Source: an optimization exercise on an open RTL-to-GDS flow (aim: small area). Production flows keep margins and buffers that such runs may drop. Function was checked by simulation only, so behaviour that the tests miss may differ from the original.

## flow/design.v (module list and top-level ports; edited modules follow where they fit)
// module SINE_LUT_V4: 680 lines
// module NCO_V4: 53 lines
// module MIXER_V4: 659 lines
// module CIC_V4: 53 lines
// module PIG_V4: 76 lines
// module RCA_V4: 12 lines
// module OLINT_V4: 14 lines
// module PHASEMETER_V4: 92 lines
module PHASEMETER_V4#
(
    parameter AXIS_TDATA_WIDTH = 32,
    parameter integer GUESS = 340161410
)
(
    input clk,
    input rst,
    input en,
    input [AXIS_TDATA_WIDTH-1:0]        S_AXIS_SOURCE_tdata,
    input                               S_AXIS_SOURCE_tvalid,
    input [AXIS_TDATA_WIDTH-1:0]        S_AXIS_PARAM_tdata,  
    input                               S_AXIS_PARAM_tvalid,
    input [AXIS_TDATA_WIDTH-1:0]        S_AXIS_GUESS_tdata,  
    input                               S_AXIS_GUESS_tvalid,
    output wire [AXIS_TDATA_WIDTH-1:0]  M_AXIS_REF_tdata,
    output wire                         M_AXIS_REF_tvalid,
    output wire [AXIS_TDATA_WIDTH-1:0]  M_AXIS_QUAD_tdata,
    output wire                         M_AXIS_QUAD_tvalid,
    output wire [AXIS_TDATA_WIDTH-1:0]  M_AXIS_MIX_tdata,
    output wire                         M_AXIS_MIX_tvalid,
    output wire [AXIS_TDATA_WIDTH-1:0]  M_AXIS_LPF_tdata,  
    output wire                         M_AXIS_LPF_tvalid,
    output wire [AXIS_TDATA_WIDTH-1:0]  M_AXIS_PI_tdata,  
    output wire                         M_AXIS_PI_tvalid,
    output wire [AXIS_TDATA_WIDTH-1:0]  M_AXIS_PE_tdata,  
    output wire                         M_AXIS_PE_tvalid);
  // ...
==> flow/run.sh <==
#!/bin/bash
# synth_recipe.tcl (not shown) runs the flow's synth.tcl, then flattens the netlist and writes it again
# the make line also repeats each setting of config.mk as NAME=value (left out here)
make -C /OpenROAD-flow-scripts/flow DESIGN_CONFIG=/design/flow/config.mk WORK_HOME=/design/flow/orfs CLKGATE_MAP_FILE= SYNTH_SCRIPT=/design/flow/synth_recipe.tcl finish
==> flow/config.mk <==
export PLATFORM = sky130hd
export DESIGN_NAME = PHASEMETER_V4
export DESIGN_NICKNAME = PHASEMETER_V4
export VERILOG_FILES = /design/flow/design.v
export SDC_FILE = /design/flow/constraint.sdc
export NUM_CORES = 4
export LEC_CHECK = 0
export ABC_AREA = 1
export CAP_MARGIN = 20
export CORE_MARGIN = 2
export CORE_UTILIZATION = 45
export SLEW_MARGIN = 20
export SYNTH_MEMORY_MAX_BITS = 32768
==> flow/constraint.sdc <==
create_clock -name core_clock -period 10.0 [get_ports {clk}]
set_input_delay 2.0000 -clock core_clock [delete_from_list [all_inputs] [get_ports {clk}]]
set_output_delay 2.0000 -clock core_clock [all_outputs]
set_load 0.01 [all_outputs]
==> flow_metrics.tcl, run 1 <==
set metrics [dict create \
    place_ws_ns -0.0668 \
    wl_met3_um 5170 \
    nNonClkBuffers 259 \
    final_util_pct 51.4 \
    r2r.worst_path.cells 34 \
    max-slew-margin-rel_pct 33.0 \
    ctsRootBufferMaster "clkbuf_16" \
    multi_input_area_share_pct 47.4 \
    seqCellArea_mm2 0.0133 \
    netlist_top_cells_area "dfrtp_1 32%, fa_1 20%, nand2_1 7.3%" \
    hp-start "LPF.A1[14]$_DFF_PP0_" \
    outcome "complete, no violations" \
    first_global_vias 25700 \
    route.detailed.drc 0 \
    wl_met1_um 39000 \
    report.final.slew_viol_count 0 \
    largest_class "multi-input gates" \
    final_cell_mix "692 x nand2_1, 569 x inv_1, 456 x dfrtp_1" \
    cpMaxStageDelayCell "dfstp_2" \
    maxCapViolCount 0 \
    htreeDepth 2 \
    seq_area_frac_synth_pct 37.3 \
    fin_hold_ws_ns 0.343 \
    taps 1050 \
    drive_above_1_share_pct 6.98 \
    non_clock_inverter_count 598 \
]
==> module CIC_V4, before the edit <==
module CIC_V4 (
    input clk,
    input rst,
    input [4:0] cnt,
    input [12:0] x,
    output [10:0] outI,
    output [10:0] outQ);
reg [16:0] A1, A2;
reg [20:0] P1, P2;
reg [19:0] Q1, Q2;
reg [10:0] S1a, S1b, S2a, S2b, S3a, S3b;
reg [10:0] oI, oQ;
assign outI = oI;
assign outQ = oQ;
wire bstart = (cnt == 5'd27) | (cnt == 5'd28);    
wire [16:0] asum;
wire [20:0] psum;
RCA_V4 #(.W(17)) addA (.A(A2 & {17{~bstart}}), .B({{4{x[12]}}, x}), .CI(1'b0), .S(asum), .CO());
RCA_V4 #(.W(21)) addP (.A(P2 & {21{~bstart}}), .B({{4{asum[16]}}, asum}), .CI(1'b0), .S(psum), .CO());
wire [19:0] qnext;
RCA_V4 #(.W(20)) addQ (.A({A2[15:0], 4'b0}), .B(~P2[19:0]), .CI(1'b1), .S(qnext), .CO());
wire [20:0] ysum;
RCA_V4 #(.W(21)) addY (.A(P2), .B({Q2[19], Q2}), .CI(1'b0), .S(ysum), .CO());
always @ (posedge clk or posedge rst) begin
    if(rst) begin
        A1 <= 0; A2 <= 0; P1 <= 0; P2 <= 0; Q1 <= 0; Q2 <= 0;
        S1a <= 0; S1b <= 0; S2a <= 0; S2b <= 0; S3a <= 0; S3b <= 0;
        oI <= 0; oQ <= 0;
    end
    else begin
        A1 <= asum; A2 <= A1;
        P1 <= psum; P2 <= P1;
        Q2 <= Q1;
        S1b <= S1a; S2b <= S2a; S3b <= S3a;
        if(bstart) begin
            Q1 <= qnext;
            S1a <= ysum[20:10];
            S2a <= S1b;
            S3a <= S2b;
        end
        else begin
            Q1 <= Q2;
            S1a <= S1b;
            S2a <= S2b;
            S3a <= S3b;
        end
        if(cnt == 5'd0) begin
            oI <= S3b;
            oQ <= S3a;
        end
    end
end
endmodule
==> module PIG_V4, before the edit <==
module PIG_V4 (
    input clk,
    input ce,
    input rst,
    input [4:0] cnt,
    input [31:0] PARAM,
    input [10:0] PV,
    output [31:0] action);
reg [7:0] kp;
reg [7:0] ki;
reg [6:0] kg;
reg ksign;
always @ (posedge clk) begin
    if(rst) begin
        kp <= PARAM[7:0];
        ki <= PARAM[15:8];
        kg <= PARAM[22:16];
        ksign <= PARAM[23];
    end
end
reg [10:0] pvReg;
reg [10:0] pend;
reg [31:0] integrator;
reg [30:0] SH;
reg carry, seen;
reg [31:0] actionReg;
assign action = actionReg;
wire [11:0] error;
RCA_V4 #(.W(12)) negE (.A(~{pvReg[10], pvReg}), .B(12'd0), .CI(1'b1), .S(error), .CO());
wire [7:0] j;
RCA_V4 #(.W(8)) subG (.A({3'b0, cnt}), .B(~{1'b0, kg}), .CI(1'b1), .S(j), .CO());
wire cge = ~j[7];                     
wire [8:0] de, di;
RCA_V4 #(.W(9)) subE (.A({4'b0, j[4:0]}), .B(~{kp[7], kp}), .CI(1'b1), .S(de), .CO());
RCA_V4 #(.W(9)) subI (.A({4'b0, j[4:0]}), .B(~{ki[7], ki}), .CI(1'b1), .S(di), .CO());
wire [3:0] deIdx = ((|de[7:4]) | (de[3] & de[2])) ? 4'd11 : de[3:0];
wire [4:0] diIdx = (|di[7:5]) ? 5'd31 : di[4:0];
wire abit = cge & ~de[8] & error[deIdx];
wire bbit = cge & ~di[8] & integrator[diIdx];
wire first = (cnt == 5'd0);
wire cin = carry & ~first;
wire sn = seen & ~first;
wire s = abit ^ bbit ^ cin;
wire obit = s ^ (ksign & sn);
always @ (posedge clk) begin
    carry <= (abit & bbit) | (cin & (abit ^ bbit));
    seen <= sn | s;
    SH <= {obit, SH[30:1]};
end
wire [31:0] integ_next;
wire [31:0] eExt = {{20{error[11]}}, error};
wire loCarry;
reg cLo;
RCA_V4 #(.W(16)) addLo (.A(integrator[15:0]), .B(eExt[15:0]), .CI(1'b0), .S(integ_next[15:0]), .CO(loCarry));
RCA_V4 #(.W(16)) addHi (.A(integrator[31:16]), .B(eExt[31:16]), .CI(cLo), .S(integ_next[31:16]), .CO());
always @ (posedge clk) cLo <= loCarry;
always @ (posedge clk or posedge rst) begin
    if(rst) begin
        pvReg <= 0;
        pend <= 0;
        integrator <= 0;
        actionReg <= 0;
    end
    else begin
        if(ce) begin
            integrator <= integ_next;
            actionReg <= {obit, SH};
            if(ksign) begin
                pvReg <= pend;
                pend <= PV;
            end
            else pvReg <= PV;
        end
    end
end
endmodule
==> run 2: changes to the inputs <==
--- a/flow/design.v
+++ b/flow/design.v
@@ -1409,21 +1409,23 @@
 assign outI = oI;
 assign outQ = oQ;
 wire bstart = (cnt == 5'd27) | (cnt == 5'd28);    
+reg pstart;                                       
 wire [16:0] asum;
 wire [20:0] psum;
 RCA_V4 #(.W(17)) addA (.A(A2 & {17{~bstart}}), .B({{4{x[12]}}, x}), .CI(1'b0), .S(asum), .CO());
-RCA_V4 #(.W(21)) addP (.A(P2 & {21{~bstart}}), .B({{4{asum[16]}}, asum}), .CI(1'b0), .S(psum), .CO());
+RCA_V4 #(.W(21)) addP (.A(P2 & {21{~pstart}}), .B({{4{A1[16]}}, A1}), .CI(1'b0), .S(psum), .CO());
 wire [19:0] qnext;
-RCA_V4 #(.W(20)) addQ (.A({A2[15:0], 4'b0}), .B(~P2[19:0]), .CI(1'b1), .S(qnext), .CO());
+RCA_V4 #(.W(20)) addQ (.A({A2[15:0], 4'b0}), .B(~P1[19:0]), .CI(1'b1), .S(qnext), .CO());
 wire [20:0] ysum;
-RCA_V4 #(.W(21)) addY (.A(P2), .B({Q2[19], Q2}), .CI(1'b0), .S(ysum), .CO());
+RCA_V4 #(.W(21)) addY (.A(P1), .B({Q2[19], Q2}), .CI(1'b0), .S(ysum), .CO());
 always @ (posedge clk or posedge rst) begin
     if(rst) begin
-        A1 <= 0; A2 <= 0; P1 <= 0; P2 <= 0; Q1 <= 0; Q2 <= 0;
+        A1 <= 0; A2 <= 0; P1 <= 0; P2 <= 0; Q1 <= 0; Q2 <= 0; pstart <= 0;
         S1a <= 0; S1b <= 0; S2a <= 0; S2b <= 0; S3a <= 0; S3b <= 0;
         oI <= 0; oQ <= 0;
     end
     else begin
+        pstart <= bstart;
         A1 <= asum; A2 <= A1;
         P1 <= psum; P2 <= P1;
         Q2 <= Q1;
@@ -1470,7 +1472,6 @@
 end
 reg [10:0] pvReg;
 reg [10:0] pend;
-reg [31:0] integrator;
 reg [30:0] SH;
 reg carry, seen;
 reg [31:0] actionReg;
@@ -1482,11 +1483,10 @@
 wire cge = ~j[7];                     
 wire [8:0] de, di;
 RCA_V4 #(.W(9)) subE (.A({4'b0, j[4:0]}), .B(~{kp[7], kp}), .CI(1'b1), .S(de), .CO());
-RCA_V4 #(.W(9)) subI (.A({4'b0, j[4:0]}), .B(~{ki[7], ki}), .CI(1'b1), .S(di), .CO());
+RCA_V4 #(.W(9)) subI (.A({j[7], j}), .B(~{ki[7], ki}), .CI(1'b1), .S(di), .CO());    
 wire [3:0] deIdx = ((|de[7:4]) | (de[3] & de[2])) ? 4'd11 : de[3:0];
-wire [4:0] diIdx = (|di[7:5]) ? 5'd31 : di[4:0];
 wire abit = cge & ~de[8] & error[deIdx];
-wire bbit = cge & ~di[8] & integrator[diIdx];
+wire bbit = cge & ~di[8] & ibit;
 wire first = (cnt == 5'd0);
 wire cin = carry & ~first;
 wire sn = seen & ~first;
@@ -1497,23 +1497,37 @@
     seen <= sn | s;
     SH <= {obit, SH[30:1]};
 end
-wire [31:0] integ_next;
-wire [31:0] eExt = {{20{error[11]}}, error};
-wire loCarry;
-reg cLo;
-RCA_V4 #(.W(16)) addLo (.A(integrator[15:0]), .B(eExt[15:0]), .CI(1'b0), .S(integ_next[15:0]), .CO(loCarry));
-RCA_V4 #(.W(16)) addHi (.A(integrator[31:16]), .B(eExt[31:16]), .CI(cLo), .S(integ_next[31:16]), .CO());
-always @ (posedge clk) cLo <= loCarry;
+reg [31:0] R;
+reg icarry;
+reg isign;                                
+wire iAhead = di[8] | (~|di[7:5] & (di[4:0] <= cnt));    
+wire [4:0] k = iAhead ? di[4:0] : cnt;
+wire [3:0] keIdx = ((|k[4:4]) | (k[3] & k[2])) ? 4'd11 : k[3:0];
+wire icin = icarry & (|k);
+wire ebit = error[keIdx];
+wire nb = R[0] ^ ebit ^ icin;
+wire [4:0] pos = di[4:0] - cnt;           
+wire ibit = iAhead ? R[0] : ((|di[7:5]) ? isign : R[pos]);
+always @ (posedge clk or posedge rst) begin
+    if(rst) begin
+        R <= 0;
+        icarry <= 0;
+        isign <= 0;
+    end
+    else begin
+        R <= {nb, R[31:1]};
+        icarry <= (R[0] & ebit) | (icin & (R[0] ^ ebit));
+        if(k == 5'd31) isign <= nb;
+    end
+end
 always @ (posedge clk or posedge rst) begin
     if(rst) begin
         pvReg <= 0;
         pend <= 0;
-        integrator <= 0;
         actionReg <= 0;
     end
     else begin
         if(ce) begin
-            integrator <= integ_next;
             actionReg <= {obit, SH};
             if(ksign) begin
                 pvReg <= pend;
--- a/flow/config.mk
+++ b/flow/config.mk
@@ -8,6 +8,9 @@
 export ABC_AREA = 1
 export CAP_MARGIN = 20
 export CORE_MARGIN = 2
-export CORE_UTILIZATION = 45
+export CORE_UTILIZATION = 65
+export CTS_CLUSTER_DIAMETER = 60
+export CTS_CLUSTER_SIZE = 25
+export PLACE_DENSITY = 0.75
 export SLEW_MARGIN = 20
 export SYNTH_MEMORY_MAX_BITS = 32768
==> flow_metrics.tcl, run 2 <==
set metrics [dict create \
    die_area_mm2 0.0560 \
    drt_wl_total_um 89800 \
    antenna_found_initial 1 \
    first_global_vias 26800 \
    final_area_mm2 0.0385 \
    finalSetupTns_ns 0 \
    period_needed_ns 9.56 \
    routedWlPerCell_um 20.1 \
    place_ws_ns 0.479 \
    synthFlopType "dfrtp_1" \
    hold_class "flip-flop to flip-flop" \
    cp_max_fo 11 \
    rsz0062_at_grt "false" \
    timing.rr.start "source[5]$_DFF_PP0_" \
    seq_area_frac_synth_pct 38.0 \
    worst_pin_slew_ns 1.14 \
    maxCapViolCount 0 \
    hold-path-cell-count 0 \
    syn_avg_cell_area_um2 9.63 \
    async_flop_share_pct 89.2 \
    hold_end "mixOut[1]$_DFF_PP0_" \
    synthDistinctLibCells 60 \
    drtAntennaViolNets 0 \
    report.final.slew_viol_count 0 \
    final_common_cell "nand2_1" \
    drive_above_1_share_pct 5.16 \
    placed_cell_area_mm2 0.0373 \
    initial_core_util_pct 65.5 \
    setup_viol 0 \
    die_w_um 237 \
    netlist_top_cells_area "dfrtp_1 33%, fa_1 19%, nand2_1 7.1%" \
    synth_top_area_share_pct 32.6 \
    grt_pass1_wl_um 146000 \
    r2r.worst_path.cells 26 \
    port_buffers 160 \
    clkSlewWorstSetupHoldPaths_ns 0.09 \
    crit_path_frequent_cell "fa_1" \
    critPathLaunch "source[5]$_DFF_PP0_" \
    synth_most_common_cell "nand2_1" \
    antenna_cells 0 \
    clk_latency_ns 0.58 \
    vias 25800 \
    worst_r2r_endpoint "mixQ[11]$_DFF_PP0_" \
    gr-usage-met3_pct 3.52 \
    cp-start-kind "flip-flop" \
    grt_max_degree 148 \
    io_pins 300 \
    reg2reg_setup_slack_ns 0.44 \
    ys_ff_latch 535 \
    rows 85 \
    synth_edf_count 24 \
    route.detailed.drc 0 \
    numCtsBuffers 36 \
    post_drt_via_cell_ratio 5.77 \
    period_share_pct 95.6 \
    cts_setup_buffers 0 \
    final_cell_mix "667 x nand2_1, 564 x inv_1, 459 x dfrtp_1" \
    synth_commonest_cells "667 x nand2_1, 565 x inv_1, 459 x dfrtp_1" \
    syn_inst 3653 \
    overflow 0 \
    ys_warn_count 6 \
    end_kind "flip-flop" \
    grtUsageMet2_pct 55.0 \
    fin_hold_ws_ns 0.304 \
    synth_top_area_cell "dfrtp_1" \
    clockBufferDepth 3 \
    drt-initial-drc-count 2734 \
    dpl.hpwl_um 67300 \
    cts_resized 0 \
    core_area_mm2 0.0537 \
    drtPass1Iterations 6 \
    cpMaxStageDelayCell "xnor2_1" \
    syn2layout_area_growth_pct 9.52 \
    finalHoldViolCount 0 \
    outcome "complete, no violations" \
    slowest_delay_ns 0.67 \
    grt.met1_usage_pct 45.4 \
    ctsHoldBuffers 0 \
    gp_congestion 1.02 \
    ctsRootBufferMaster "clkbuf_16" \
    skew_ns 0.0513 \
    fmax_mhz 105 \
    layout_setup_ws_ns 0.442 \
    cts_tree "built" \
    track_usage_pct 33.0 \
    gr-max-usage-layer "met2" \
    hp-start "mixI[1]$_DFF_PP0_" \
    syn-cell-area_mm2 0.0352 \
    htreeDepth 2 \
    cts.sinks 535 \
    fin_nets 4373 \
    critical_path_class "flip-flop to flip-flop" \
    crit_arrival_ns 10.07 \
    max-slew-margin-rel_pct 22.8 \
    die_y_um 237 \
    required_ns 10.52 \
]
==> run 2: worst max-delay path: cells and delay by family, from the launching register on <==
kind	cells	cell delay, ns
xor+xnor	2	0.99
fa+ha+maj	17	7.12
buf+inv	3	0.66
flops	1	0.52
simple gates	4	0.26
==> run 2: worst max path at each step <==
stage	end	slack (ns)
floorplan	LPF.P1[20]$_DFF_PP0_	0.65
global route	mixI[11]$_DFF_PP0_	0.02
detailed placement	mixQ[11]$_DFF_PP0_	0.48
finish	mixQ[11]$_DFF_PP0_	0.44
CTS	mixQ[11]$_DFF_PP0_	0.51
global placement	mixQ[11]$_DFF_PP0_	0.67
==> run 2: logic make-up after synthesis <==
group / count (synthesis) / share of synthesized area (%)
simple gates: 903 / 10.0
buf+inv: 838 / 9.96
compound gates: 601 / 10.1
flops: 535 / 38.0
fa+ha+maj: 516 / 25.4
xor+xnor: 244 / 6.12
mux: 14 / 0.398
other cells: 2 / 0.0213
==> run 2: through the flow <==
stage	util, %	instances
global route	71.7	4475
floorplan	-	3730
global placement	69.5	4413
CTS	71.7	4475
detailed placement	69.5	4413
finish	71.7	4475
==> run 2: final cells by class <==
type | instances | area [µm²]
fill | 3801 | 15200
timing repair buffer | 238 | 2220
clock inverter | 22 | 299
multi-input combinational | 2357 | 18600
clock buffer | 40 | 926
inverter | 587 | 2210
sequential | 535 | 13400
tap | 696 | 871
==> run 2: routing by layer <==
metal,vias to the layer above,wire length [µm]
met5,-,0
met4,0,3590
met3,230,5420
met2,1079,43900
met1,12900,36800
li1,11600,-
==> run 3: changes to the inputs <==
--- a/flow/config.mk
+++ b/flow/config.mk
@@ -8,9 +8,6 @@
 export ABC_AREA = 1
 export CAP_MARGIN = 20
 export CORE_MARGIN = 2
-export CORE_UTILIZATION = 65
-export CTS_CLUSTER_DIAMETER = 60
-export CTS_CLUSTER_SIZE = 25
-export PLACE_DENSITY = 0.75
+export CORE_UTILIZATION = 45
 export SLEW_MARGIN = 20
 export SYNTH_MEMORY_MAX_BITS = 32768
==> flow_metrics.tcl, run 3 <==
set metrics [dict create \
    wl_met3_um 4640 \
    drt_wl_total_um 88100 \
    hold-path-cell-count 0 \
    fill_cells 7173 \
    track_usage_pct 22.4 \
    crit_path_frequent_cell "fa_1" \
    synth_top_area_share_pct 32.6 \
    reg2reg_setup_slack_ns 0.61 \
    slowest_delay_ns 0.64 \
    r2r.worst_path.cells 33 \
    clk_latency_ns 0.62 \
    synthDistinctLibCells 60 \
    cts_setup_buffers 0 \
    max-slew-margin-rel_pct 33.3 \
    outcome "complete, no violations" \
    finalSetupTns_ns 0 \
    initial_core_util_pct 45.4 \
    placed_cells 4779 \
    worst_pin_slew_ns 1.00 \
    first_global_vias 25200 \
    fmax_mhz 107 \
    synth_top_area_cell "dfrtp_1" \
    critical_path_class "flip-flop to flip-flop" \
    finalHoldViolCount 0 \
    syn-cell-area_mm2 0.0352 \
    core_area_mm2 0.0775 \
    stdcell_count 4884 \
    wl_met2_um 41300 \
    rsz0062_at_grt "false" \
    vias 24700 \
    htreeDepth 2 \
    period_needed_ns 9.39 \
    seq_area_frac_synth_pct 38.0 \
    cp_max_fo 15 \
    timing.rr.start "refGen.SINE_S$_DFF_PP0_" \
    rows 102 \
    final_common_cell "nand2_1" \
    final_cell_mix "667 x nand2_1, 564 x inv_1, 459 x dfrtp_1" \
    wl_met1_um 39000 \
    async_flop_share_pct 89.2 \
    grt_max_degree 184 \
    routedWlPerCell_um 18.0 \
    netlist_top_cells_area "dfrtp_1 33%, fa_1 19%, nand2_1 7.1%" \
    fin_nets 4415 \
    dpl.hpwl_um 66100 \
    hp-start "LPF.S1a[9]$_DFF_PP0_" \
    drive_above_1_share_pct 6.71 \
    port_buffers 160 \
    drtPass1Iterations 6 \
    cts.sinks 535 \
    cp-start-kind "flip-flop" \
    setup_viol 0 \
    route.detailed.drc 0 \
    synth_most_common_cell "nand2_1" \
    clockBufferDepth 3 \
    cpMaxStageDelayCell "dfrtp_1" \
    required_ns 10.54 \
    drtAntennaViolNets 0 \
    synth_commonest_cells "667 x nand2_1, 565 x inv_1, 459 x dfrtp_1" \
    ctsRootBufferMaster "clkbuf_16" \
    cts_tree "built" \
    hold_end "LPF.S1b[9]$_DFF_PP0_" \
    antenna_found_initial 1 \
    die_y_um 284 \
    maxCapViolCount 0 \
    io_pins 300 \
    post_drt_via_cell_ratio 5.06 \
    overflow 0 \
    skew_ns 0.0315 \
    clkSlewWorstSetupHoldPaths_ns 0.07 \
    die_w_um 284 \
    drt-initial-drc-count 1940 \
    synth_edf_count 24 \
    numCtsBuffers 55 \
    end_kind "flip-flop" \
    report.final.slew_viol_count 0 \
    worst_r2r_endpoint "mixI[11]$_DFF_PP0_" \
    syn2layout_area_growth_pct 13.5 \
    hold_class "flip-flop to flip-flop" \
    syn_avg_cell_area_um2 9.63 \
    period_share_pct 93.9 \
    gp_congestion 0.963 \
    synthFlopType "dfrtp_1" \
    syn_inst 3653 \
    ys_warn_count 6 \
    grt_pass1_wl_um 143000 \
    crit_arrival_ns 9.93 \
    ys_ff_latch 535 \
    die_area_mm2 0.0804 \
    top_layer "met4" \
]
## run 3: cell counts after synthesis
Identical to the previous run, type by type.
## run 3: repair_timing
item,in CTS,in global routing
hold buffers,0,0
resized for setup,0,2
setup endpoints to repair,0,1
## run 3: how the worst max path moves through the flow
stage | cells past startpoint | endpoint | slack [ns] | startpoint
2_1_floorplan | 27 | LPF.P1[20]$_DFF_PP0_ | 0.65 | LPF.pstart$_DFF_PP0_
3_3_place_gp | 32 | mixQ[11]$_DFF_PP0_ | 0.46 | refGen.COS_S$_DFF_PP0_
3_5_place_dp | 25 | mixQ[11]$_DFF_PP0_ | 0.42 | refGen.COS_S$_DFF_PP0_
4_1_cts | 32 | mixQ[11]$_DFF_PP0_ | 0.38 | refGen.COS_S$_DFF_PP0_
5_1_grt | 41 | mixI[11]$_DFF_PP0_ | 0.06 | refGen.SINE_S$_DFF_PP0_
6_report | 33 | mixI[11]$_DFF_PP0_ | 0.61 | refGen.SINE_S$_DFF_PP0_
## run 3: layout make-up
class | count | area (µm²) | area share, %
timing repair buffer | 261 | 2420 | 6.07
clock inverter | 26 | 369 | 0.925
multi-input combinational | 2357 | 18700 | 46.8
sequential | 535 | 13400 | 33.5
clock buffer | 77 | 1590 | 3.98
tap | 1040 | 1300 | 3.26
inverter | 587 | 2210 | 5.53
antenna | 1 | 2.50 | 0.00627
## run 3: critical path, delay by kind of cell (launching register included)
family | cells | cell delay, ns
fa+ha+maj | 17 | 6.94
flops | 1 | 0.64
xor+xnor | 1 | 0.21
buf+inv | 5 | 0.58
simple gates | 10 | 0.93
## run 3: cells by family after synthesis
kind of cell | count (synthesis) | synth area share [%]
simple gates | 903 | 10.0
buf+inv | 838 | 9.96
compound gates | 601 | 10.1
flops | 535 | 38.0
fa+ha+maj | 516 | 25.4
xor+xnor | 244 | 6.12
mux | 14 | 0.398
other cells | 2 | 0.0213
## run 3: through the flow
stage	worst slack, ns	hold WS (ns)	cell area [µm²]	utilization (%)
after detailed placement	0.421	0.335	37900	49.0
after global routing	0.0629	0.341	39900	51.5
after CTS	0.379	0.330	39900	51.5
after floorplan	0.654	0.331	35500	-
after global placement	0.462	0.331	37900	49.0
final	0.611	0.339	39900	51.5
## run 3: layer usage
layer,up-vias,track usage [%]
li1,11700,-
met1,12100,31.6
met2,724,35.8
met3,185,2.60
met4,0,8.08
met5,-,0
==> module PHASEMETER_V4, before the edit <==
module PHASEMETER_V4#
(
    parameter AXIS_TDATA_WIDTH = 32,
    parameter integer GUESS = 340161410
)
(
    input clk,
    input rst,
    input en,
    input [AXIS_TDATA_WIDTH-1:0]        S_AXIS_SOURCE_tdata,
    input                               S_AXIS_SOURCE_tvalid,
    input [AXIS_TDATA_WIDTH-1:0]        S_AXIS_PARAM_tdata,  
    input                               S_AXIS_PARAM_tvalid,
    input [AXIS_TDATA_WIDTH-1:0]        S_AXIS_GUESS_tdata,  
    input                               S_AXIS_GUESS_tvalid,
    output wire [AXIS_TDATA_WIDTH-1:0]  M_AXIS_REF_tdata,
    output wire                         M_AXIS_REF_tvalid,
    output wire [AXIS_TDATA_WIDTH-1:0]  M_AXIS_QUAD_tdata,
    output wire                         M_AXIS_QUAD_tvalid,
    output wire [AXIS_TDATA_WIDTH-1:0]  M_AXIS_MIX_tdata,
    output wire                         M_AXIS_MIX_tvalid,
    output wire [AXIS_TDATA_WIDTH-1:0]  M_AXIS_LPF_tdata,  
    output wire                         M_AXIS_LPF_tvalid,
    output wire [AXIS_TDATA_WIDTH-1:0]  M_AXIS_PI_tdata,  
    output wire                         M_AXIS_PI_tvalid,
    output wire [AXIS_TDATA_WIDTH-1:0]  M_AXIS_PE_tdata,  
    output wire                         M_AXIS_PE_tvalid);
    localparam [31:0] guess = GUESS;
    assign M_AXIS_REF_tvalid = 1'b1;
    assign M_AXIS_QUAD_tvalid = 1'b1;
    assign M_AXIS_MIX_tvalid = 1'b1;
    assign M_AXIS_LPF_tvalid = 1'b1;
    assign M_AXIS_PI_tvalid = 1'b1;
    assign M_AXIS_PE_tvalid = 1'b1;
    reg [4:0] cnt;
    reg first;
    always @ (posedge clk or posedge rst) begin
        if(rst) begin
            cnt <= 5'd31;
            first <= 1'b1;
        end
        else begin
            cnt <= cnt + 5'd1;
            first <= 1'b0;
        end
    end
    wire strobe = (cnt == 5'd31) & ~first;
    reg [31:0] phase_word;
    wire [13:0] NCO_sine;
    wire [12:0] sin_mag, cos_mag;
    wire sin_neg, cos_neg;
    NCO_V4 refGen (.clk(clk), .rst(rst), .FREQ_WORD(phase_word), .SINE_WAVE(NCO_sine),
        .SIN_MAG(sin_mag), .SIN_NEG(sin_neg), .COS_MAG(cos_mag), .COS_NEG(cos_neg));
    reg [13:0] source;
    wire [12:0] prodI, prodQ;
    MIXER_V4 mixers (.A(source), .T1(sin_mag), .S1(sin_neg), .T2(cos_mag), .S2(cos_neg),
        .P1(prodI), .P2(prodQ));
    reg [12:0] mixI, mixOut, mixQ;
    always @ (posedge clk or posedge rst) begin
        if(rst) begin
            source <= 0;
            mixI <= 0;
            mixOut <= 0;
            mixQ <= 0;
        end
        else begin
            source <= S_AXIS_SOURCE_tdata[13:0];
            mixI <= prodI;
            mixOut <= mixI;
            mixQ <= prodQ;
        end
    end
    wire [10:0] lpfOut, lpfQuadOut;
    CIC_V4 LPF (.clk(clk), .rst(rst), .cnt(cnt), .x(cnt[0] ? mixQ : mixOut),
        .outI(lpfOut), .outQ(lpfQuadOut));
    wire [31:0] action, perror;
    PIG_V4 controller (.clk(clk), .ce(strobe), .rst(rst), .cnt(cnt), .PARAM(S_AXIS_PARAM_tdata),
        .PV(lpfOut), .action(action));
    OLINT_V4 PHASE_SUM (.clk(clk), .ce(strobe), .rst(rst), .FERROR(action), .PERROR(perror));
    wire [31:0] pw_next;
    RCA_V4 #(.W(32)) addG (.A(guess), .B(action), .CI(1'b0), .S(pw_next), .CO());
    always @ (posedge clk or posedge rst) begin
        if(rst) phase_word <= guess;
        else if(strobe && en) phase_word <= pw_next;
    end
    assign M_AXIS_REF_tdata = {NCO_sine, 18'b0};
    assign M_AXIS_MIX_tdata = {mixOut[12], mixOut, 18'b0};
    assign M_AXIS_LPF_tdata = {{3{lpfOut[10]}}, lpfOut, 18'b0};
    assign M_AXIS_QUAD_tdata = {{3{lpfQuadOut[10]}}, lpfQuadOut, 18'b0};
    assign M_AXIS_PI_tdata = action;
    assign M_AXIS_PE_tdata = perror;
endmodule
==> run 4: changes to the inputs <==
--- a/flow/design.v
+++ b/flow/design.v
@@ -1460,13 +1460,15 @@
     output [31:0] action);
 reg [7:0] kp;
 reg [7:0] ki;
-reg [6:0] kg;
+reg [4:0] kg;               
+reg kgz;                    
 reg ksign;
 always @ (posedge clk) begin
     if(rst) begin
         kp <= PARAM[7:0];
         ki <= PARAM[15:8];
-        kg <= PARAM[22:16];
+        kg <= PARAM[20:16];
+        kgz <= |PARAM[22:21];
         ksign <= PARAM[23];
     end
 end
@@ -1479,8 +1481,8 @@
 wire [11:0] error;
 RCA_V4 #(.W(12)) negE (.A(~{pvReg[10], pvReg}), .B(12'd0), .CI(1'b1), .S(error), .CO());
 wire [7:0] j;
-RCA_V4 #(.W(8)) subG (.A({3'b0, cnt}), .B(~{1'b0, kg}), .CI(1'b1), .S(j), .CO());
-wire cge = ~j[7];                     
+RCA_V4 #(.W(8)) subG (.A({3'b0, cnt}), .B(~{3'b0, kg}), .CI(1'b1), .S(j), .CO());
+wire cge = ~j[7] & ~kgz;              
 wire [8:0] de, di;
 RCA_V4 #(.W(9)) subE (.A({4'b0, j[4:0]}), .B(~{kp[7], kp}), .CI(1'b1), .S(de), .CO());
 RCA_V4 #(.W(9)) subI (.A({j[7], j}), .B(~{ki[7], ki}), .CI(1'b1), .S(di), .CO());    
@@ -1624,15 +1626,14 @@
     MIXER_V4 mixers (.A(source), .T1(sin_mag), .S1(sin_neg), .T2(cos_mag), .S2(cos_neg),
         .P1(prodI), .P2(prodQ));
     reg [12:0] mixI, mixOut, mixQ;
+    always @ (posedge clk) source <= S_AXIS_SOURCE_tdata[13:0];
     always @ (posedge clk or posedge rst) begin
         if(rst) begin
-            source <= 0;
             mixI <= 0;
             mixOut <= 0;
             mixQ <= 0;
         end
         else begin
-            source <= S_AXIS_SOURCE_tdata[13:0];
             mixI <= prodI;
             mixOut <= mixI;
             mixQ <= prodQ;
--- a/flow/config.mk
+++ b/flow/config.mk
@@ -8,6 +8,9 @@
 export ABC_AREA = 1
 export CAP_MARGIN = 20
 export CORE_MARGIN = 2
-export CORE_UTILIZATION = 45
+export CORE_UTILIZATION = 65
+export CTS_CLUSTER_DIAMETER = 60
+export CTS_CLUSTER_SIZE = 25
+export PLACE_DENSITY = 0.75
 export SLEW_MARGIN = 20
 export SYNTH_MEMORY_MAX_BITS = 32768
==> flow_metrics.tcl, run 4 <==
set metrics [dict create \
    crit_path_frequent_cell "fa_1" \
    report.final.slew_viol_count 0 \
    drtAntennaViolNets 0 \
    final_cell_mix "656 x nand2_1, 554 x inv_1, 445 x dfrtp_1" \
    routedWlPerCell_um 20.6 \
    ys_warn_count 6 \
    fmax_mhz 104 \
    drt-initial-drc-count 2540 \
    skew_ns 0.0387 \
    cts_setup_buffers 0 \
    port_buffers 160 \
    synthDistinctLibCells 62 \
    syn_inst 3639 \
    drtPass1Iterations 6 \
    synth_top_area_share_pct 31.7 \
    async_flop_share_pct 86.7 \
    critPathTopFamily "adder cells" \
    dpl.hpwl_um 67800 \
    syn-cell-area_mm2 0.0351 \
    netlist_top_cells_area "dfrtp_1 32%, fa_1 19%, nand2_1 7.0%" \
    reg2reg_setup_slack_ns 0.40 \
    die_w_um 236 \
    worst_pin_slew_ns 0.964 \
    rows 85 \
    period_share_pct 96.0 \
    clkSlewWorstSetupHoldPaths_ns 0.09 \
    synth_top_area_cell "dfrtp_1" \
    syn_avg_cell_area_um2 9.65 \
    rsz0062_at_grt "false" \
    fin_nets 4356 \
    final_area_mm2 0.0386 \
    max-slew-margin-rel_pct 35.7 \
    final_util_pct 71.9 \
    first_global_vias 26900 \
    gp_congestion 1.01 \
    cpMaxStageDelayCell "dfxtp_1" \
    post_drt_via_cell_ratio 5.83 \
    antenna_found_initial 2 \
    finalHoldViolCount 0 \
    initial_core_util_pct 65.5 \
    placed_cell_area_mm2 0.0372 \
    seq_area_frac_synth_pct 37.8 \
    clk_latency_ns 0.59 \
    synth_most_common_cell "nand2_1" \
    overflow 0 \
    ctsHoldBuffers 0 \
    hold_class "flip-flop to flip-flop" \
    final_common_cell "nand2_1" \
    maxCapViolCount 0 \
    ys_ff_latch 534 \
    finalSetupTns_ns 0 \
    die_area_mm2 0.0559 \
    grt_pass1_wl_um 147000 \
    syn2layout_area_growth_pct 9.79 \
    numCtsBuffers 36 \
    htreeDepth 2 \
    required_ns 10.54 \
    synth_edf_count 23 \
    cts.sinks 534 \
    cts_resized 0 \
    cp_max_fo 19 \
    crit_arrival_ns 10.15 \
    period_needed_ns 9.60 \
    setup_viol 0 \
    grt_max_degree 190 \
    end_kind "flip-flop" \
    core_area_mm2 0.0536 \
    io_pins 300 \
    cp-start-kind "flip-flop" \
    route.detailed.drc 0 \
    crit_buf_inv 3 \
    synth_commonest_cells "656 x nand2_1, 555 x inv_1, 445 x dfrtp_1" \
    drive_above_1_share_pct 5.82 \
    clockBufferDepth 3 \
    ctsRootBufferMaster "clkbuf_16" \
    outcome "complete, no violations" \
    track_usage_pct 33.4 \
    drt_wl_total_um 92000 \
    die_y_um 236 \
    cts_tree "built" \
    vias 26000 \
    slowest_delay_ns 0.64 \
    synthFlopType "dfrtp_1" \
    critical_path_class "flip-flop to flip-flop" \
]
[run 4: cell types whose count changed after synthesis, moves of 10 or more]
cell | previous run | this run
a31oi_1 | 17 | 7
nand2_1 | 667 | 656
inv_1 | 565 | 555
dfxtp_1 | 34 | 48
o21ai_0 | 230 | 206
dfrtp_1 | 459 | 445
[run 4: stage by stage]
| stage | setup slack (ns) | instances | hold WS [ns] |
|---|---|---|---|
| 6_report | 0.397 | 4462 | 0.337 |
| 5_1_grt | 0.0357 | 4461 | 0.350 |
| 4_1_cts | 0.273 | 4461 | 0.336 |
| 3_5_place_dp | 0.386 | 4398 | 0.335 |
| 3_3_place_gp | 0.443 | 4398 | 0.332 |
| 2_1_floorplan | 0.653 | 3716 | 0.331 |
[run 4: layer usage]
| metal | part of all wire, % | vias up | track usage [%] |
|---|---|---|---|
| met4 | 4.3 | 2 | 13.7 |
| met2 | 49 | 1300 | 55.0 |
| met1 | 40 | 12900 | 45.7 |
| li1 | - | 11500 | - |
| met5 | 0.0098 | - | 0 |
| met3 | 7.3 | 240 | 4.08 |
[run 4: worst paths after layout]
| check | from | to | cells after the start |
|---|---|---|---|
| min in group asynchronous | rst | controller.R[0]$_DFF_PP0_ | 2 |
| setup reg to reg | source[5]$_DFF_P_ | mixI[11]$_DFF_PP0_ | 28 |
| hold / removal | controller.SH[25]$_DFF_P_ | controller.SH[24]$_DFF_P_ | 0 |
| hold reg to reg | controller.SH[25]$_DFF_P_ | controller.SH[24]$_DFF_P_ | 0 |
| max in group asynchronous | rst | LPF.Q2[8]$_DFF_PP0_ | 4 |
| setup / recovery | source[5]$_DFF_P_ | mixI[11]$_DFF_PP0_ | 28 |
[run 4: area by class of cell]
cell class | instances | area, µm²
well taps | 696 | 871
inverters | 580 | 2180
diodes | 1 | 2.50
repair buffers | 239 | 2230
clock buffers | 39 | 922
multi-input cells | 2349 | 18700
flip-flops and latches | 534 | 13300
clock inverters | 24 | 369
fillers | 3797 | 15000
[run 4: logic make-up after synthesis]
group / share of synthesized area (%)
XOR/XNOR: 6.17
flip-flops: 37.8
multiplexers: 0.370
buffers and inverters: 9.93
AO/OA/AOI/OAI: 10.1
other: 0.0214
adder cells (fa/ha/maj): 25.4
AND/OR/NAND/NOR: 10.3
==> run 5: changes to the inputs <==
==> flow/flow/run.sh (new file) <==
#!/bin/bash
# Standard layout (standard.sh, the standard flow's own ORFS run) with two settings given
# to ORFS through its environment:
# - port buffers are the smallest buffer, sky130_fd_sc_hd__buf_1 (every input
#   and output port still gets one);
# - clock tree synthesis clusters up to 25 sinks per leaf buffer within 60 um
#   and inserts no dummy loads.
set -euo pipefail
export BUFFER_PORTS_ARGS="-buffer_cell sky130_fd_sc_hd__buf_1"
export CTS_ARGS="-sink_clustering_enable -repair_clock_nets -dont_use_dummy_load -sink_clustering_size 25 -sink_clustering_max_diameter 60"
bash standard.sh > flow_make.log 2>&1
==> flow/standard.sh (new file) <==
#!/bin/bash
# synth_recipe.tcl (not shown) runs the flow's synth.tcl, then flattens the netlist and writes it again
# the make line also repeats each setting of config.mk as NAME=value (left out here)
make -C /OpenROAD-flow-scripts/flow DESIGN_CONFIG=/design/flow/config.mk WORK_HOME=/design/flow/orfs CLKGATE_MAP_FILE= SYNTH_SCRIPT=/design/flow/synth_recipe.tcl "${@:-finish}"
--- a/flow/config.mk
+++ b/flow/config.mk
@@ -9,8 +9,6 @@
 export CAP_MARGIN = 20
 export CORE_MARGIN = 2
 export CORE_UTILIZATION = 65
-export CTS_CLUSTER_DIAMETER = 60
-export CTS_CLUSTER_SIZE = 25
 export PLACE_DENSITY = 0.75
 export SLEW_MARGIN = 20
 export SYNTH_MEMORY_MAX_BITS = 32768
removed: flow/run.sh
==> flow_metrics.tcl, run 5 <==
set metrics [dict create \
    routedWlPerCell_um 18.4 \
    io_pins 300 \
    critPathLaunch "refGen.SINE_S$_DFF_PP0_" \
    fmax_mhz 106 \
    rows 85 \
    clockBufferDepth 3 \
    netlist_top_cells_area "dfrtp_1 32%, fa_1 19%, nand2_1 7.0%" \
    period_needed_ns 9.45 \
    finalSetupTns_ns 0 \
    first_global_vias 25100 \
    crit_arrival_ns 9.95 \
    synth_edf_count 23 \
    core_area_mm2 0.0536 \
    hp-start "LPF.Q1[19]$_DFF_PP0_" \
    final_area_mm2 0.0371 \
    hold_class "flip-flop to flip-flop" \
    syn_inst 3639 \
    die_area_mm2 0.0559 \
    critPathTopFamily "adder cells" \
    report.final.slew_viol_count 0 \
    slowest_delay_ns 0.57 \
    ctsHoldBuffers 0 \
    synthFlopType "dfrtp_1" \
    place_ws_ns 0.450 \
    setup_viol 0 \
    cts.sinks 534 \
    r2r.worst_path.cells 34 \
    post_drt_via_cell_ratio 5.65 \
    cpMaxStageDelayCell "fa_1" \
    crit_buf_inv 6 \
    rsz0062_at_grt "false" \
    synth_top_area_cell "dfrtp_1" \
    dpl.hpwl_um 61700 \
    track_usage_pct 30.1 \
    layout_setup_ws_ns 0.553 \
    max-slew-margin-rel_pct 32.8 \
    hold_end "LPF.Q2[19]$_DFF_PP0_" \
    final_cell_mix "656 x nand2_1, 554 x inv_1, 445 x dfrtp_1" \
    cp_max_fo 21 \
    synth_commonest_cells "656 x nand2_1, 555 x inv_1, 445 x dfrtp_1" \
    crit_path_frequent_cell "fa_1" \
    final_common_cell "nand2_1" \
    antenna_cells 0 \
    drtAntennaViolNets 0 \
    synth_most_common_cell "nand2_1" \
    drive_above_1_share_pct 5.11 \
    antenna_found_initial 0 \
    worst_pin_slew_ns 1.01 \
    hold-path-cell-count 0 \
    grt_max_degree 180 \
    cp-start-kind "flip-flop" \
    ctsRootBufferMaster "clkbuf_16" \
    worst_r2r_endpoint "mixI[11]$_DFF_PP0_" \
    port_buffers 160 \
    outcome "complete, no violations" \
    cp_num_cells 34 \
    skew_ns 0.0718 \
    numCtsBuffers 34 \
    syn2layout_area_growth_pct 5.62 \
    drt_wl_total_um 81600 \
    maxCapViolCount 0 \
    synthDistinctLibCells 62 \
    htreeDepth 2 \
    syn-cell-area_mm2 0.0351 \
    drt-initial-drc-count 2240 \
    gp_congestion 0.989 \
    grt_pass1_wl_um 134000 \
    async_flop_share_pct 86.7 \
    route.detailed.drc 0 \
    critical_path_class "flip-flop to flip-flop" \
    required_ns 10.50 \
    placed_cell_area_mm2 0.0362 \
    period_share_pct 94.5 \
    ys_ff_latch 534 \
    die_y_um 236 \
    clk_latency_ns 0.57 \
    fin_nets 4353 \
    end_kind "flip-flop" \
    cts_tree "built" \
    overflow 0 \
    reg2reg_setup_slack_ns 0.55 \
    synth_top_area_share_pct 31.7 \
    die_w_um 236 \
    drtPass1Iterations 6 \
    seq_area_frac_synth_pct 37.8 \
    ys_warn_count 6 \
    vias 25000 \
    initial_core_util_pct 65.5 \
    timing.rr.start "refGen.SINE_S$_DFF_PP0_" \
    syn_avg_cell_area_um2 9.65 \
    clkSlewWorstSetupHoldPaths_ns 0.09 \
    fill_cells 4121 \
    finalHoldViolCount 0 \
]
run 5: cell counts after synthesis:
No cell type changed its count.
run 5: area by class of cell:
| class | count | area [µm²] | share of cell area [%] |
|---|---|---|---|
| Clock buffer | 34 | 851 | 2.29 |
| Inverter | 580 | 2180 | 5.88 |
| Multi-Input combinational cell | 2349 | 18700 | 50.5 |
| Sequential cell | 534 | 13300 | 35.7 |
| Tap cell | 696 | 871 | 2.35 |
| Timing Repair Buffer | 238 | 1210 | 3.27 |
run 5: metal layers:
layer  up-vias  track usage [%]  wire, µm
met3       186             3.93      5780
met2      1066             47.3     37900
met5         -                0         0
li1      11500                -         -
met1     12300             44.0     35100
met4         0             9.57      2800
run 5: timing repair:
| action | CTS | global route |
|---|---|---|
| setup endpoints to repair | 0 | 2 |
| buffers inserted | 0 | 0 |
| resized for setup | 0 | 1 |
run 5: worst max path at each step:
stage                                      end  slack, ns
after detailed placement    mixQ[11]$_DFF_PP0_       0.45
after floorplan           LPF.P1[20]$_DFF_PP0_       0.65
after CTS                   mixQ[11]$_DFF_PP0_       0.40
final                       mixI[11]$_DFF_PP0_       0.55
after global placement      mixQ[11]$_DFF_PP0_       0.55
after global routing        mixQ[11]$_DFF_PP0_       0.13
run 5: cells by family (layout without fill, tap and decap cells):
family,count (synthesis),count (layout),synth area share (%)
multiplexers,13,13,0.370
XOR/XNOR,245,245,6.17
AND/OR/NAND/NOR,912,912,10.3
flip-flops,534,534,37.8
adder cells (fa/ha/maj),514,514,25.4
AO/OA/AOI/OAI,586,586,10.1
other,2,79,0.0214
buffers and inverters,833,852,9.93
run 5: stage by stage:
step / util [%] / cells / hold WS [ns]
after global placement: 67.6 / 4397 / 0.332
after CTS: 69.2 / 4431 / 0.274
after global routing: 69.2 / 4431 / 0.279
after floorplan: - / 3716 / 0.331
after detailed placement: 67.6 / 4397 / 0.335
final: 69.2 / 4431 / 0.271
==> run 6: changes to the inputs <==
==> flow/flow/run.sh (replaced) <==
#!/bin/bash
# Standard layout (standard.sh, the standard flow's own ORFS run) with these settings given
# to ORFS through its environment:
# - port buffers are the smallest buffer, sky130_fd_sc_hd__buf_1 (every input
#   and output port still gets one);
# - the buffers abc put into the synthesized netlist are removed at
#   floorplan; the placer's repair_design buffers what still needs it;
# - clock tree synthesis clusters up to 25 sinks per leaf buffer within 60 um
#   and inserts no dummy loads.
set -euo pipefail
export BUFFER_PORTS_ARGS="-buffer_cell sky130_fd_sc_hd__buf_1"
export REMOVE_ABC_BUFFERS=1
export CTS_ARGS="-sink_clustering_enable -repair_clock_nets -dont_use_dummy_load -sink_clustering_size 25 -sink_clustering_max_diameter 60"
bash standard.sh > flow_make.log 2>&1
==> flow_metrics.tcl, run 6 <==
set metrics [dict create \
    outcome "complete, no violations" \
    worst_pin_slew_ns 0.987 \
    die_y_um 236 \
    crit_path_frequent_cell "fa_1" \
    cp_max_fo 24 \
    synth_top_area_share_pct 31.7 \
    hold-path-cell-count 0 \
    synthDistinctLibCells 62 \
    fin_hold_ws_ns 0.303 \
    vias 25000 \
    cp_num_cells 33 \
    skew_ns 0.0742 \
    seq_area_frac_synth_pct 37.8 \
    drtPass1Iterations 7 \
    critical_path_class "flip-flop to flip-flop" \
    clockBufferDepth 3 \
    fmax_mhz 104 \
    routedWlPerCell_um 18.8 \
    place_ws_ns 0.313 \
    io_pins 300 \
    cp-start-kind "flip-flop" \
    grt_max_degree 178 \
    final_util_pct 69.4 \
    synthFlopType "dfrtp_1" \
    route.detailed.drc 0 \
    cts.sinks 534 \
    dpl.hpwl_um 62000 \
    crit_buf_inv 5 \
    die_w_um 236 \
    synth_compound_area_share_pct 10.1 \
    final_cell_mix "656 x nand2_1, 554 x inv_1, 445 x dfrtp_1" \
    slowest_delay_ns 0.56 \
    maxCapViolCount 0 \
    first_global_vias 24900 \
    fin_nets 4359 \
    antenna_cells 0 \
    synth-xor-area-share_pct 6.17 \
    rsz0062_at_grt "false" \
    drt-initial-drc-count 2493 \
    ys_warn_count 6 \
    netlist_top_cells_area "dfrtp_1 32%, fa_1 19%, nand2_1 7.0%" \
    clk_latency_ns 0.56 \
    ys_ff_latch 534 \
    synth_commonest_cells "656 x nand2_1, 555 x inv_1, 445 x dfrtp_1" \
    crit_arrival_ns 10.03 \
    synth_most_common_cell "nand2_1" \
    drtAntennaViolNets 0 \
    r2r.worst_path.cells 33 \
    max-slew-margin-rel_pct 34.2 \
    initial_core_util_pct 65.5 \
    die_area_mm2 0.0559 \
    ctsRootBufferMaster "clkbuf_16" \
    critPathTopFamily "adder cells" \
    syn-cell-area_mm2 0.0351 \
    report.final.slew_viol_count 0 \
    clkSlewWorstSetupHoldPaths_ns 0.08 \
    overflow 0 \
    syn_avg_cell_area_um2 9.65 \
    syn2layout_area_growth_pct 5.96 \
    finalHoldViolCount 0 \
    drive_above_1_share_pct 5.35 \
    synth.area.mux_share_pct 0.371 \
    core_area_mm2 0.0536 \
    synth_top_family_by_area "adder cells" \
    required_ns 10.45 \
    final_common_cell "nand2_1" \
    drt_wl_total_um 83300 \
    final_area_mm2 0.0372 \
    numCtsBuffers 37 \
    grt_pass1_wl_um 135000 \
    rows 85 \
    htreeDepth 2 \
    setup_viol 0 \
    syn_inst 3639 \
    cts_tree "built" \
    post_drt_via_cell_ratio 5.63 \
    antenna_found_initial 0 \
    cpMaxStageDelayCell "fa_1" \
    period_needed_ns 9.59 \
    period_share_pct 95.9 \
    async_flop_share_pct 86.7 \
    track_usage_pct 30.7 \
    layout_setup_ws_ns 0.412 \
    synth_edf_count 23 \
    end_kind "flip-flop" \
    hold_class "flip-flop to flip-flop" \
    placed_cell_area_mm2 0.0363 \
    ctsHoldBuffers 0 \
    synth_fa_ha_area_share_pct 25.4 \
    port_buffers 160 \
    gp_congestion 1.02 \
    synth_top_area_cell "dfrtp_1" \
    yosys.area_share.simple_pct 10.3 \
]
run 6: cell count changes in the layout (fill, tap and decap cells not counted), sizes merged:
cell	before	now
clkinvlp	1	0
clkbuf	34	37
inv	571	572
buf	238	241
run 6: timing repair:
action | in CTS | in global routing
setup buffers | 0 | 0
setup endpoints to repair | 0 | 3
gates resized for setup | 0 | 3
run 6: worst paths after layout:
| kind | startpoint | to | slack, ns |
|---|---|---|---|
| worst min register to register | controller.SH[24]$_DFF_P_ | controller.SH[23]$_DFF_P_ | 0.30 |
| worst min-delay path | controller.SH[24]$_DFF_P_ | controller.SH[23]$_DFF_P_ | 0.30 |
| min in group asynchronous | rst | PHASE_SUM.phaseAccum[28]$_DFFE_PP0P_ | 1.84 |
| worst max register to register | source[5]$_DFF_P_ | mixI[11]$_DFF_PP0_ | 0.41 |
| max in group asynchronous | rst | LPF.S3b[3]$_DFF_PP0_ | 6.24 |
| worst max-delay path | source[5]$_DFF_P_ | mixI[11]$_DFF_PP0_ | 0.41 |
run 6: metal layers:
layer	global-route usage [%]	wire, µm	part of all wire, %	vias up
li1	-	-	-	11500
met1	44.1	35100	42	12200
met2	49.0	39400	47	1015
met3	3.80	5710	6.9	208
met4	10.7	3170	3.8	0
met5	0	0	0	-
run 6: kinds of logic after synthesis:
family	count (synthesis)
buf+inv	833
simple gates	912
fa+ha+maj	514
other cells	2
flops	534
mux	13
xor+xnor	245
compound gates	586
run 6: cell type report:
| type | instances | area [µm²] |
|---|---|---|
| fill | 4131 | 16400 |
| inverter | 580 | 2180 |
| multi-input combinational | 2349 | 18700 |
| sequential | 534 | 13300 |
| timing repair buffer | 241 | 1230 |
| clock buffer | 37 | 926 |
| tap | 696 | 871 |
run 6: metrics by stage:
stage	cells	TNS, ns
4_1_cts	4437	0
2_1_floorplan	3463	-2192.52
5_1_grt	4437	0
6_report	4437	0
3_5_place_dp	4400	0
3_3_place_gp	4400	0
==> run 7: changes to the inputs <==
--- a/flow/flow/run.sh
+++ b/flow/flow/run.sh
@@ -5,10 +5,13 @@
 #   and output port still gets one);
 # - the buffers abc put into the synthesized netlist are removed at
 #   floorplan; the placer's repair_design buffers what still needs it;
+# - after global routing, gates on the less critical half of the paths with
+#   positive slack are downsized (ORFS RECOVER_POWER);
 # - clock tree synthesis clusters up to 25 sinks per leaf buffer within 60 um
 #   and inserts no dummy loads.
 set -euo pipefail
 export BUFFER_PORTS_ARGS="-buffer_cell sky130_fd_sc_hd__buf_1"
 export REMOVE_ABC_BUFFERS=1
+export RECOVER_POWER=50
 export CTS_ARGS="-sink_clustering_enable -repair_clock_nets -dont_use_dummy_load -sink_clustering_size 25 -sink_clustering_max_diameter 60"
 bash standard.sh > flow_make.log 2>&1
==> flow_metrics.tcl, run 7 <==
set metrics [dict create \
    cp-start-kind "flip-flop" \
    seqCellArea_mm2 0.0133 \
    grt_pass1_wl_um 135000 \
    setup_viol 0 \
    htreeDepth 2 \
    syn-cell-area_mm2 0.0351 \
    period_needed_ns 9.58 \
    fill_cells 4137 \
    fin_nets 4359 \
    crit_arrival_ns 10.02 \
    routedWlPerCell_um 18.8 \
    syn2layout_area_growth_pct 5.86 \
    synth_edf_count 23 \
    synth_most_common_cell "nand2_1" \
    numCtsBuffers 37 \
    antenna_cells 0 \
    ctsRootBufferMaster "clkbuf_16" \
    drive_above_1_share_pct 5.13 \
    period_share_pct 95.8 \
    clk_latency_ns 0.56 \
    die_y_um 236 \
    worst_pin_slew_ns 5.31 \
    clkSlewWorstSetupHoldPaths_ns 0.07 \
    synth_commonest_cells "656 x nand2_1, 555 x inv_1, 445 x dfrtp_1" \
    first_global_vias 24900 \
    critical_path_class "flip-flop to flip-flop" \
    netlist_top_cells_area "dfrtp_1 32%, fa_1 19%, nand2_1 7.0%" \
    cts.sinks 534 \
    die_area_mm2 0.0559 \
    seq_area_frac_synth_pct 37.8 \
    slowest_delay_ns 0.56 \
    track_usage_pct 30.7 \
    cts_tree "built" \
    route.detailed.drc 0 \
    crit_path_frequent_cell "fa_1" \
    synth-xor-area-share_pct 6.17 \
    report.final.slew_viol_count 252 \
    rsz0062_at_grt "false" \
    skew_ns 0.0754 \
    synthFlopType "dfrtp_1" \
    grt_max_degree 178 \
    ctsHoldBuffers 0 \
    cp_max_fo 24 \
    syn_avg_cell_area_um2 9.65 \
    cts_resized 0 \
    hold_class "flip-flop to flip-flop" \
    drt-initial-drc-count 2468 \
    multi_input_area_mm2 0.0187 \
    ys_ff_latch 534 \
    die_w_um 236 \
    drtPass1Iterations 7 \
    so.violations "max-capacitance violations, max-slew violations" \
    syn_inst 3639 \
    initial_core_util_pct 65.5 \
    place_ws_ns 0.313 \
    gp_congestion 1.02 \
    rows 85 \
    async_flop_share_pct 86.7 \
    synth_top_area_share_pct 31.7 \
    yosys.area_share.simple_pct 10.3 \
    fin_hold_ws_ns 0.304 \
    synth_compound_area_share_pct 10.1 \
    post_drt_via_cell_ratio 5.62 \
    synthDistinctLibCells 62 \
    antenna_found_initial 0 \
    required_ns 10.45 \
    maxCapViolCount 4 \
    vias 24900 \
    drtAntennaViolNets 0 \
    end_kind "flip-flop" \
    synth_fa_ha_area_share_pct 25.4 \
    layout_setup_ws_ns 0.424 \
    synth.area.mux_share_pct 0.371 \
    cpMaxStageDelayCell "fa_1" \
    outcome "complete, but fails checks" \
    ys_warn_count 6 \
    drt_wl_total_um 83400 \
    clockBufferDepth 3 \
    io_pins 300 \
    finalHoldViolCount 0 \
    max-slew-margin-rel_pct -256 \
    fmax_mhz 104 \
    cts_setup_buffers 0 \
    core_area_mm2 0.0536 \
    synth_top_area_cell "dfrtp_1" \
    overflow 0 \
    port_buffers 160 \
    synth_top_family_by_area "adder cells" \
    final_cell_mix "656 x nand2_1, 555 x inv_1, 445 x dfrtp_1" \
    final_common_cell "nand2_1" \
    dpl.hpwl_um 62000 \
]
[run 7: logic make-up after synthesis]
kind of cell | after synthesis
buffers and inverters | 833
other | 2
flip-flops | 534
adder cells (fa/ha/maj) | 514
AND/OR/NAND/NOR | 912
multiplexers | 13
AO/OA/AOI/OAI | 586
XOR/XNOR | 245
[run 7: metrics by stage]
step	area, µm²	util, %	instances	TNS, ns
final	37200	69.4	4437	0
after global routing	37200	69.4	4437	0
after CTS	37200	69.4	4437	0
after detailed placement	36300	67.7	4400	0
after global placement	36300	67.7	4400	0
after floorplan	34100	-	3463	-2192.52
[run 7: cell type report]
class | instances | share of cell area [%]
Sequential cell | 534 | 35.7
Inverter | 580 | 5.86
Tap cell | 696 | 2.34
Timing Repair Buffer | 241 | 3.28
Clock buffer | 37 | 2.49
Multi-Input combinational cell | 2349 | 50.4
[run 7: worst paths after layout]
kind	cells after the start	to	slack, ns	startpoint
hold / removal	0	mixOut[9]$_DFF_PP0_	0.30	mixI[9]$_DFF_PP0_
min in group asynchronous	3	PHASE_SUM.phaseAccum[27]$_DFFE_PP0P_	3.96	rst
max in group asynchronous	5	LPF.S3b[3]$_DFF_PP0_	1.80	rst
setup reg to reg	33	mixI[11]$_DFF_PP0_	0.42	source[5]$_DFF_P_
setup / recovery	33	mixI[11]$_DFF_PP0_	0.42	source[5]$_DFF_P_
hold reg to reg	0	mixOut[9]$_DFF_PP0_	0.30	mixI[9]$_DFF_PP0_
[run 7: critical path: cells and delay by family, from the launching register on]
kind,cells,cell delay (ns)
adder cells (fa/ha/maj),16,6.74
AND/OR/NAND/NOR,10,0.91
buffers and inverters,5,0.76
flip-flops,1,0.55
AO/OA/AOI/OAI,1,0.37
XOR/XNOR,1,0.17
[run 7: per-layer routing]
metal / track usage [%] / routed length (µm)
met1: 44.1 / 35400
met2: 49.0 / 39600
met3: 3.80 / 5350
met4: 10.7 / 3120
met5: 0 / 0

separate check: timing with driven ports:
The results above use ideal ports. As a check the final layouts listed here were re-extracted and re-timed, cells and wires unchanged. Step 1 sets driving cells, clkbuf_16 on the clock port and buf_2 on the other inputs (assumed; they add their load-dependent delay and slew). Step 2 also shifts input and output timing later by t, the mid clock arrival at the registers, as if the neighbouring blocks saw the same clock. a / b / c = ideal ports / drivers / drivers and shift; a / b = the first two.
| run | t (ns) | slack for setup (ns) | cell pins on the clock port's net |
|---|---|---|---|
| run 1 | 0.661 | 0.247 / 0.247 / 0.247 | 1 |
| run 2 | 0.605 | 0.442 / 0.442 / 0.442 | 1 |
| run 3 | 0.668 | 0.611 / 0.611 / 0.611 | 1 |
| run 4 | 0.621 | 0.397 / 0.397 / 0.397 | 1 |
| run 5 | 0.590 | 0.553 / 0.553 / 0.553 | 1 |
| run 6 | 0.588 | 0.412 / 0.412 / 0.412 | 1 |
| run 7 | 0.589 | 0.424 / 0.424 / 0.424 | 1 |
